Source: an optimization exercise on an open RTL-to-GDS flow (aim: small area). Production flows keep margins and buffers that such runs may drop. In this exercise RTL edits were held to simulation tests only and were not proved equivalent to the original. Power figures rest on the tool's default switching activity, not on a simulated workload.

<file path="flow/config.mk">
export PLATFORM = sky130hd
export DESIGN_NAME = vending_top
export DESIGN_NICKNAME = vending_top
export VERILOG_FILES = /design/flow/design.v
export SDC_FILE = /design/flow/constraint.sdc
export NUM_CORES = 4
export LEC_CHECK = 0
export CAP_MARGIN = 20
export CORE_MARGIN = 2
export CORE_UTILIZATION = 40
export SLEW_MARGIN = 20
</file>
<file path="flow/constraint.sdc">
create_clock -name core_clock -period 10.0 [get_ports {clk}]
set_input_delay 2.0000 -clock core_clock [delete_from_list [all_inputs] [get_ports {clk}]]
set_output_delay 2.0000 -clock core_clock [all_outputs]
set_load 0.01 [all_outputs]
</file>
<file path="flow/design.v">
module clock_divider (
    input  wire clk,         
    input  wire rst,         
    output reg  en_1hz,      
    output reg  en_mux,      
    output reg  en_debounce  
);
    localparam CNT_1HZ_MAX     = 100_000 - 1;
    localparam CNT_MUX_MAX     = 200 - 1;
    localparam CNT_DEBOUNCE_MAX = 100 - 1;
    reg [16:0] cnt_1hz;
    reg [7:0]  cnt_mux;
    reg [6:0]  cnt_debounce;
    always @(posedge clk) begin
        if (rst) begin
            cnt_1hz <= 0;
            en_1hz  <= 0;
        end else if (cnt_1hz == CNT_1HZ_MAX) begin
            cnt_1hz <= 0;
            en_1hz  <= 1;
        end else begin
            cnt_1hz <= cnt_1hz + 1;
            en_1hz  <= 0;
        end
    end
    always @(posedge clk) begin
        if (rst) begin
            cnt_mux <= 0;
            en_mux  <= 0;
        end else if (cnt_mux == CNT_MUX_MAX) begin
            cnt_mux <= 0;
            en_mux  <= 1;
        end else begin
            cnt_mux <= cnt_mux + 1;
            en_mux  <= 0;
        end
    end
    always @(posedge clk) begin
        if (rst) begin
            cnt_debounce <= 0;
            en_debounce  <= 0;
        end else if (cnt_debounce == CNT_DEBOUNCE_MAX) begin
            cnt_debounce <= 0;
            en_debounce  <= 1;
        end else begin
            cnt_debounce <= cnt_debounce + 1;
            en_debounce  <= 0;
        end
    end
endmodule
module debouncer (
    input  wire clk,
    input  wire rst,
    input  wire en_sample,    
    input  wire raw_in,       
    output wire db_level,     
    output wire db_pulse      
);
    reg sync_0, sync_1;
    always @(posedge clk) begin
        if (rst) begin
            sync_0 <= 0;
            sync_1 <= 0;
        end else begin
            sync_0 <= raw_in;
            sync_1 <= sync_0;
        end
    end
    reg [3:0] count;
    reg       db_reg;
    always @(posedge clk) begin
        if (rst) begin
            count  <= 0;
            db_reg <= 0;
        end else if (en_sample) begin
            if (sync_1 != db_reg) begin
                count <= count + 1;
                if (count == 4'd10) begin
                    db_reg <= sync_1;
                    count  <= 0;
                end
            end else begin
                count <= 0;
            end
        end
    end
    assign db_level = db_reg;
    reg db_prev;
    always @(posedge clk) begin
        if (rst)
            db_prev <= 0;
        else
            db_prev <= db_reg;
    end
    assign db_pulse = db_reg & ~db_prev;
endmodule
module fsm_controller (
    input  wire       clk,
    input  wire       rst,
    input  wire       en_1hz,
    input  wire       btn_confirm,
    input  wire       btn_nickel,
    input  wire       btn_dime,
    input  wire       btn_quarter,
    input  wire [1:0] sw_item,
    input  wire       sw_restock,
    output reg  [3:0] digit3,
    output reg  [3:0] digit2,
    output reg  [3:0] digit1,
    output reg  [3:0] digit0,
    output reg  [3:0] item_leds
);
    localparam S_IDLE       = 3'd0;
    localparam S_SOLD_OUT   = 3'd1;
    localparam S_SHOW_PRICE = 3'd2;
    localparam S_INSERT     = 3'd3;
    localparam S_DISPENSE   = 3'd4;
    localparam S_SHOW_CHG   = 3'd5;
    reg [2:0] state, next_state;
    function [6:0] get_price;
        input [1:0] item;
        case (item)
            2'd0: get_price = 7'd25;
            2'd1: get_price = 7'd50;
            2'd2: get_price = 7'd75;
            2'd3: get_price = 7'd95;
        endcase
    endfunction
    reg [6:0] balance;
    reg [6:0] price;
    reg [1:0] sel_item;
    reg [6:0] change;
    reg [2:0] timer;
    reg [2:0] stock_0, stock_1, stock_2, stock_3;
    reg [2:0] cur_stock;
    always @(*) begin
        case (sw_item)
            2'd0: cur_stock = stock_0;
            2'd1: cur_stock = stock_1;
            2'd2: cur_stock = stock_2;
            2'd3: cur_stock = stock_3;
        endcase
    end
    reg [2:0] sel_stock;
    always @(*) begin
        case (sel_item)
            2'd0: sel_stock = stock_0;
            2'd1: sel_stock = stock_1;
            2'd2: sel_stock = stock_2;
            2'd3: sel_stock = stock_3;
        endcase
    end
    function [7:0] to_bcd;
        input [6:0] val;
        begin
            to_bcd[7:4] = val / 10;
            to_bcd[3:0] = val % 10;
        end
    endfunction
    always @(posedge clk) begin
        if (rst)
            state <= S_IDLE;
        else
            state <= next_state;
    end
    always @(*) begin
        next_state = state;
        case (state)
            S_IDLE: begin
                if (!sw_restock && btn_confirm) begin
                    if (cur_stock == 0)
                        next_state = S_SOLD_OUT;
                    else
                        next_state = S_SHOW_PRICE;
                end
            end
            S_SOLD_OUT: begin
                if (timer == 0)
                    next_state = S_IDLE;
            end
            S_SHOW_PRICE: begin
                if (timer == 0)
                    next_state = S_INSERT;
            end
            S_INSERT: begin
                if (balance >= price)
                    next_state = S_DISPENSE;
            end
            S_DISPENSE: begin
                if (timer == 0) begin
                    if (change > 0)
                        next_state = S_SHOW_CHG;
                    else
                        next_state = S_IDLE;
                end
            end
            S_SHOW_CHG: begin
                if (timer == 0)
                    next_state = S_IDLE;
            end
            default: next_state = S_IDLE;
        endcase
    end
    always @(posedge clk) begin
        if (rst) begin
            balance   <= 0;
            price     <= 0;
            sel_item  <= 0;
            change    <= 0;
            timer     <= 0;
            item_leds <= 4'b0000;
            stock_0   <= 3'd5;
            stock_1   <= 3'd5;
            stock_2   <= 3'd5;
            stock_3   <= 3'd5;
        end else begin
            case (state)
                S_IDLE: begin
                    balance   <= 0;
                    change    <= 0;
                    item_leds <= 4'b0000;
                    if (sw_restock) begin
                        if (btn_confirm && cur_stock < 3'd5) begin
                            case (sw_item)
                                2'd0: stock_0 <= stock_0 + 1;
                                2'd1: stock_1 <= stock_1 + 1;
                                2'd2: stock_2 <= stock_2 + 1;
                                2'd3: stock_3 <= stock_3 + 1;
                            endcase
                        end
                    end else if (btn_confirm) begin
                        sel_item <= sw_item;
                        price    <= get_price(sw_item);
                        timer    <= 3'd1;
                    end
                end
                S_SOLD_OUT: begin
                    if (en_1hz && timer > 0)
                        timer <= timer - 1;
                end
                S_SHOW_PRICE: begin
                    if (en_1hz && timer > 0)
                        timer <= timer - 1;
                end
                S_INSERT: begin
                    if (btn_nickel && balance <= 7'd94)
                        balance <= balance + 7'd5;
                    else if (btn_dime && balance <= 7'd89)
                        balance <= balance + 7'd10;
                    else if (btn_quarter && balance <= 7'd74)
                        balance <= balance + 7'd25;
                end
                S_DISPENSE: begin
                    item_leds <= (4'b0001 << sel_item);
                    if (en_1hz && timer > 0)
                        timer <= timer - 1;
                end
                S_SHOW_CHG: begin
                    item_leds <= 4'b0000;
                    if (en_1hz && timer > 0)
                        timer <= timer - 1;
                end
                default: ;
            endcase
            if (state == S_INSERT && next_state == S_DISPENSE) begin
                timer  <= 3'd2;
                change <= balance - price;
                case (sel_item)
                    2'd0: stock_0 <= stock_0 - 1;
                    2'd1: stock_1 <= stock_1 - 1;
                    2'd2: stock_2 <= stock_2 - 1;
                    2'd3: stock_3 <= stock_3 - 1;
                endcase
            end
            if (state == S_DISPENSE && next_state == S_SHOW_CHG)
                timer <= 3'd2;
        end
    end
    wire [7:0] bcd_balance = to_bcd(balance);
    wire [7:0] bcd_price   = to_bcd(price);
    wire [7:0] bcd_change  = to_bcd(change);
    wire [7:0] bcd_stock   = to_bcd({4'b0, cur_stock});
    always @(*) begin
        case (state)
            S_IDLE: begin
                if (sw_restock) begin
                    case (sw_item)
                        2'd0: digit3 = 4'hA;
                        2'd1: digit3 = 4'h8;
                        2'd2: digit3 = 4'hC;
                        2'd3: digit3 = 4'hD;
                    endcase
                    digit2 = 4'hE;
                    digit1 = 4'hF;
                    digit0 = bcd_stock[3:0];
                end else begin
                    digit3 = 4'h0;
                    digit2 = 4'h0;
                    digit1 = 4'h0;
                    digit0 = 4'h0;
                end
            end
            S_SOLD_OUT: begin
                digit3 = 4'hA;
                digit2 = 4'hB;
                digit1 = 4'hE;
                digit0 = 4'hE;
            end
            S_SHOW_PRICE: begin
                digit3 = 4'hF;
                digit2 = 4'hF;
                digit1 = bcd_price[7:4];
                digit0 = bcd_price[3:0];
            end
            S_INSERT: begin
                digit3 = 4'hF;
                digit2 = 4'hF;
                digit1 = bcd_balance[7:4];
                digit0 = bcd_balance[3:0];
            end
            S_DISPENSE: begin
                digit3 = 4'hE;
                digit2 = 4'hE;
                digit1 = 4'hE;
                digit0 = 4'hE;
            end
            S_SHOW_CHG: begin
                digit3 = 4'hC;
                digit2 = 4'hD;
                digit1 = bcd_change[7:4];
                digit0 = bcd_change[3:0];
            end
            default: begin
                digit3 = 4'hF;
                digit2 = 4'hF;
                digit1 = 4'hF;
                digit0 = 4'hF;
            end
        endcase
    end
endmodule
module seg_display (
    input  wire       clk,
    input  wire       rst,
    input  wire       en_mux,       
    input  wire [3:0] digit3,       
    input  wire [3:0] digit2,
    input  wire [3:0] digit1,
    input  wire [3:0] digit0,       
    input  wire       dp_en,        
    output reg  [6:0] seg,          
    output reg        dp,           
    output reg  [3:0] an            
);
    reg [1:0] sel;   
    always @(posedge clk) begin
        if (rst)
            sel <= 0;
        else if (en_mux)
            sel <= sel + 1;
    end
    reg [3:0] cur_digit;
    always @(*) begin
        case (sel)
            2'd0: begin cur_digit = digit0; an = 4'b1110; end
            2'd1: begin cur_digit = digit1; an = 4'b1101; end
            2'd2: begin cur_digit = digit2; an = 4'b1011; end
            2'd3: begin cur_digit = digit3; an = 4'b0111; end
            default: begin cur_digit = 4'hF; an = 4'b1111; end
        endcase
    end
    always @(*) begin
        if (dp_en && sel == 2'd2)
            dp = 1'b0;   
        else
            dp = 1'b1;
    end
    always @(*) begin
        case (cur_digit)
            4'h0: seg = 7'b1000000;  
            4'h1: seg = 7'b1111001;  
            4'h2: seg = 7'b0100100;  
            4'h3: seg = 7'b0110000;  
            4'h4: seg = 7'b0011001;  
            4'h5: seg = 7'b0010010;  
            4'h6: seg = 7'b0000010;  
            4'h7: seg = 7'b1111000;  
            4'h8: seg = 7'b0000000;  
            4'h9: seg = 7'b0010000;  
            4'hA: seg = 7'b0010010;  
            4'hB: seg = 7'b1000000;  
            4'hC: seg = 7'b1000110;  
            4'hD: seg = 7'b0001011;  
            4'hE: seg = 7'b0111111;  
            4'hF: seg = 7'b1111111;  
            default: seg = 7'b1111111;
        endcase
    end
endmodule
module vending_top (
    input  wire       clk,           
    input  wire       sys_rst,       
    input  wire       btn_reset,     
    input  wire       btn_confirm,   
    input  wire       btn_nickel,    
    input  wire       btn_dime,      
    input  wire       btn_quarter,   
    input  wire       sw_sel0,       
    input  wire       sw_sel1,       
    input  wire       sw_restock,    
    output wire [6:0] seg,           
    output wire       dp,            
    output wire [3:0] an,            
    output wire [3:0] led            
);
    wire en_1hz, en_mux, en_debounce;
    wire rst;
    wire db_confirm, db_nickel, db_dime, db_quarter;
    wire db_sel0, db_sel1, db_restock;
    wire pulse_confirm, pulse_nickel, pulse_dime, pulse_quarter;
    wire [3:0] digit3, digit2, digit1, digit0;
    wire rst_pulse;
    clock_divider u_clkdiv (
        .clk        (clk),
        .rst        (rst),
        .en_1hz     (en_1hz),
        .en_mux     (en_mux),
        .en_debounce(en_debounce)
    );
    debouncer u_db_reset (
        .clk(clk), .rst(sys_rst), .en_sample(en_debounce),
        .raw_in(btn_reset), .db_level(), .db_pulse(rst_pulse)
    );
    assign rst = rst_pulse | sys_rst;
    debouncer u_db_confirm (
        .clk(clk), .rst(rst), .en_sample(en_debounce),
        .raw_in(btn_confirm), .db_level(db_confirm), .db_pulse(pulse_confirm)
    );
    debouncer u_db_nickel (
        .clk(clk), .rst(rst), .en_sample(en_debounce),
        .raw_in(btn_nickel), .db_level(db_nickel), .db_pulse(pulse_nickel)
    );
    debouncer u_db_dime (
        .clk(clk), .rst(rst), .en_sample(en_debounce),
        .raw_in(btn_dime), .db_level(db_dime), .db_pulse(pulse_dime)
    );
    debouncer u_db_quarter (
        .clk(clk), .rst(rst), .en_sample(en_debounce),
        .raw_in(btn_quarter), .db_level(db_quarter), .db_pulse(pulse_quarter)
    );
    debouncer u_db_sel0 (
        .clk(clk), .rst(rst), .en_sample(en_debounce),
        .raw_in(sw_sel0), .db_level(db_sel0), .db_pulse()
    );
    debouncer u_db_sel1 (
        .clk(clk), .rst(rst), .en_sample(en_debounce),
        .raw_in(sw_sel1), .db_level(db_sel1), .db_pulse()
    );
    debouncer u_db_restock (
        .clk(clk), .rst(rst), .en_sample(en_debounce),
        .raw_in(sw_restock), .db_level(db_restock), .db_pulse()
    );
    fsm_controller u_fsm (
        .clk        (clk),
        .rst        (rst),
        .en_1hz     (en_1hz),
        .btn_confirm(pulse_confirm),
        .btn_nickel (pulse_nickel),
        .btn_dime   (pulse_dime),
        .btn_quarter(pulse_quarter),
        .sw_item    ({db_sel1, db_sel0}),
        .sw_restock (db_restock),
        .digit3     (digit3),
        .digit2     (digit2),
        .digit1     (digit1),
        .digit0     (digit0),
        .item_leds  (led)
    );
    seg_display u_seg (
        .clk    (clk),
        .rst    (rst),
        .en_mux (en_mux),
        .digit3 (digit3),
        .digit2 (digit2),
        .digit1 (digit1),
        .digit0 (digit0),
        .dp_en  (1'b0),
        .seg    (seg),
        .dp     (dp),
        .an     (an)
    );
endmodule
</file>
<file path="flow/run.sh">
#!/bin/bash
# synth_recipe.tcl (not shown) runs the flow's synth.tcl, then flattens the netlist and writes it again
# the make line also repeats each setting of config.mk as NAME=value (left out here)
make -C /OpenROAD-flow-scripts/flow DESIGN_CONFIG=/design/flow/config.mk WORK_HOME=/design/flow/orfs CLKGATE_MAP_FILE= SYNTH_SCRIPT=/design/flow/synth_recipe.tcl finish
</file>
==> flow_metrics.env <==
export IMPL_status="complete, no violations"
export IMPL_min_to="u_db_confirm.sync_1$_SDFF_PP0_"
export IMPL_yosysSeqAreaShare_pct=34.9
export IMPL_die_h_microns=147
export IMPL_crit_family="compound AO/OA/AOI/OAI gates"
export IMPL_drive_gt1_share_pct=6.44
export IMPL_clkTransAtPathRegs_ns=0.06
export IMPL_synth_top_flop_cell="dfxtp_1"
export IMPL_root_buffer="clkbuf_16"
export IMPL_grt_max_degree=64
export IMPL_regMostFlops="u_clkdiv.cnt_1hz"
export IMPL_max_freq_mhz=118
export IMPL_largest_registers="u_clkdiv.cnt_1hz x17, u_clkdiv.cnt_mux x8"
export IMPL_synth_seq_cells=142
export IMPL_power_per_cell_area_nw_per_um2=136
export IMPL_p_total_mw=1.25
export IMPL_die_area_sq_um=21500
export IMPL_crit_top_cell="nand2_1"
export IMPL_grt_pass1_wl_microns=29400
export IMPL_drc=0
export IMPL_initial_utilization_pct=40.5
export IMPL_clkLatencyLatePin_ns=0.43
export IMPL_dpl_hpwl_microns=12300
export IMPL_cts_buffer_depth=2
export IMPL_postCtsSetupRepairBufs=0
export IMPL_worst_pin_slew_ns=1.01
export IMPL_final_antenna_net_count=0
export IMPL_critical_path_class="register to output port"
export IMPL_drt_total_wl_microns=17500
export IMPL_synthesis_nets=1063
export IMPL_grt_pass1_vias=6118
export IMPL_crit_fanout=17
export IMPL_p_leak_nw=3.58
export IMPL_async_flop_share_pct=0
export IMPL_largest_register_ffs=17
export IMPL_setup_ws_ns=1.53
export IMPL_slowest_delay_ns=0.81
export IMPL_cp_required_ns=8.00
export IMPL_fin_setup_tns_ns=0
export IMPL_min_period_ns=8.47
export IMPL_critPathLaunchType="register"
export IMPL_gp_congestion=0.891
export IMPL_core_area_sq_um=20100
export IMPL_rr_endpoint="u_fsm.stock_3[2]$_SDFF_PP1_"
export IMPL_rsz0062_at_grt="no"
export IMPL_max_slew_margin_rel_pct=32.4
export IMPL_final_nets=1064
export IMPL_worstHoldStart="u_db_confirm.sync_0$_SDFF_PP0_"
export IMPL_cap_violations=0
export IMPL_grt_ovfl_total=0
export IMPL_cts_made_buffers=17
export IMPL_avgSynthCellArea_sq_um=8.18
export IMPL_portBuffers=24
export IMPL_grtUsageTotal_pct=16.5
export IMPL_crit_start="u_fsm.state[0]$_SDFF_PP0_"
export IMPL_syn_inst=996
export IMPL_cts_sinks=142
export IMPL_rrSetupSlack_ns=6.77
export IMPL_cts_hold_buffers=0
export IMPL_cp_cell_sequence="nand2_1, or2_1, o221ai_1, nand2_1, xnor2_1, a221oi_1, ha_1, inv_1, a2111oi_4, a21oi_1, a221o_1, o21ba_1, o31ai_2, and2_1, nor3_2, a221oi_2, clkdlybuf4s50_1"
export IMPL_pre_cts_slack_ns=2.01
export IMPL_num_rows=52
export IMPL_fin_worst_skew_ns=0.0103
export IMPL_via_count=6761
export IMPL_antenna_found_initial=0
export IMPL_cts_resized=0
export IMPL_crit_arrival_ns=6.47
export IMPL_slew_viol_final=0
export IMPL_synth_edf_count=0
export IMPL_syn_area_sq_um=8150
export IMPL_io_pins=26
export IMPL_dr_pass1_iters=5
export IMPL_critPathSlowestCell="o221ai_1"
export IMPL_antennaDiodeCount=0
export IMPL_vias_per_cell=5.28
export IMPL_hold_path_class="register to register"
export IMPL_yosys_warnings=4
export IMPL_vdd_drop_max_mv=0.112
export IMPL_reg2reg_from="u_fsm.balance[1]$_SDFFE_PP0P_"
export IMPL_hold_viol_final=0
export IMPL_drt_iter0_markers=412
export IMPL_synth_cell_types=81
export IMPL_fin_crit_sh_pct=84.7
export IMPL_holdWs_ns=0.425
export IMPL_min_path_cells=1
export IMPL_worstRegToRegCells=13
export IMPL_wl_per_cell_microns=13.7
export IMPL_tritoncts="built"
export IMPL_cp_end_kind="output port"
export IMPL_syn2layout_area_growth_pct=12.5
export IMPL_die_w_microns=147
export IMPL_htreeDepth=4
export IMPL_critPathBufInv=2
export IMPL_setup_viol=0
[final cells by class]
cell class                 instances  area [sq um]
inverter                          60           225
clock inverter                    12           146
sequential                       142          2840
multi-input combinational        746          4870
fill                            1963         10900
timing repair buffer              30           285
tap                              270           338
clock buffer                      20           457
[where the power goes]
group / total, mW / switching, mW / internal (mW) / leakage (nW)
combinational: 0.0230 / 0.0138 / 0.00924 / 2.13
clock: 0.648 / 0.260 / 0.388 / 0.298
sequential: 0.576 / 0.00393 / 0.572 / 1.15
[worst max-delay path by stage]
stage,end,slack [ns],cells after the start
6_report,seg[6],1.53,17
5_1_grt,seg[6],1.04,17
4_1_cts,seg[6],1.57,17
3_5_place_dp,seg[6],2.01,17
3_3_place_gp,seg[6],2.10,17
2_1_floorplan,seg[4],3.61,22
[cell usage after synthesis (5+ instances only)]
cell | number | share of area, %
a211oi_1 | 13 | 1.2
a21oi_1 | 73 | 4.5
a221o_1 | 5 | 0.61
a221oi_1 | 6 | 0.64
a22oi_1 | 8 | 0.74
a31oi_1 | 6 | 0.46
a32oi_1 | 5 | 0.54
and2_1 | 23 | 1.8
and3_1 | 18 | 1.4
buf_2 | 8 | 0.49
buf_4 | 5 | 0.46
clkbuf_1 | 30 | 1.4
dfxtp_1 | 142 | 35
ha_1 | 56 | 8.6
inv_1 | 60 | 2.8
mux2i_1 | 16 | 2.0
nand2_1 | 77 | 3.5
nand2b_1 | 9 | 0.69
nand3_1 | 36 | 2.2
nand4_1 | 8 | 0.61
nor2_1 | 138 | 6.4
nor2b_1 | 8 | 0.61
nor3_1 | 17 | 1.0
nor3b_1 | 10 | 0.92
o211ai_1 | 16 | 1.5
o21ai_0 | 44 | 2.7
o22ai_1 | 7 | 0.54
or2_2 | 7 | 0.54
xnor2_1 | 19 | 2.0
xor2_1 | 36 | 3.9
[stage by stage]
step	instance area (sq um)	cells	util, %
final	9160	1280	45.6
after detailed placement	8560	1248	42.6
after global routing	9160	1280	45.6
after floorplan	8150	996	-
after CTS	9160	1280	45.6
after global placement	8560	1248	42.6
[placed cells by master (no fill, tap or decap), types with 16 or more instances in the layout]
cell,instances
clkbuf_16,17
and3_1,18
nand2_1,77
ha_1,56
nor2_1,138
mux2i_1,16
xnor2_1,19
a21oi_1,72
o21ai_0,44
o211ai_1,16
clkdlybuf4s50_1,24
nor3_1,17
nand3_1,36
dfxtp_1,142
and2_1,23
xor2_1,36
inv_1,60
[logic make-up after synthesis]
| kind of cell | after synthesis | share of synthesized area (%) |
|---|---|---|
| adder cells (fa/ha/maj) | 58 | 8.97 |
| AO/OA/AOI/OAI | 230 | 19.1 |
| other | 1 | 0.0460 |
| AND/OR/NAND/NOR | 383 | 22.8 |
| multiplexers | 18 | 2.52 |
| buffers and inverters | 108 | 5.51 |
| XOR/XNOR | 56 | 6.11 |
| flip-flops | 142 | 34.9 |
[per-layer routing]
metal  up-vias  GRT usage, %  share of wire [%]
li1       3484             -                  -
met4         0          7.62                3.0
met2       123          25.8                 44
met5         -             0                  0
met1      3120          22.2                 50
met3        34          3.04                3.3

what the ideal ports hide:
The flow's constraints put no driver on any port. The routed layout listed below was extracted and timed again, unchanged, in two steps.
Step 1 assumes that a clkbuf_16 drives the clock port and a buf_2 every other input.
Step 2 adds t to the input delays and takes it off the output delays; t is the mean of the earliest and latest rising clock arrival at the registers after step 1. Input paths then give back, and output paths get back, about the clock's delay inside the block.
a / b / c = no drivers / after step 1 / after step 2; a / b = the first two.
t, ns: 0.462
slack for setup (ns): 1.530 / 1.490 / 1.951
worst data-port slew with drivers (ns): 0.03
cell pins on the clock port's net: 1
After both steps this run still meets setup and hold. The setup slack of this run moves by -0.040 ns with the drivers and by +0.421 ns with both steps.
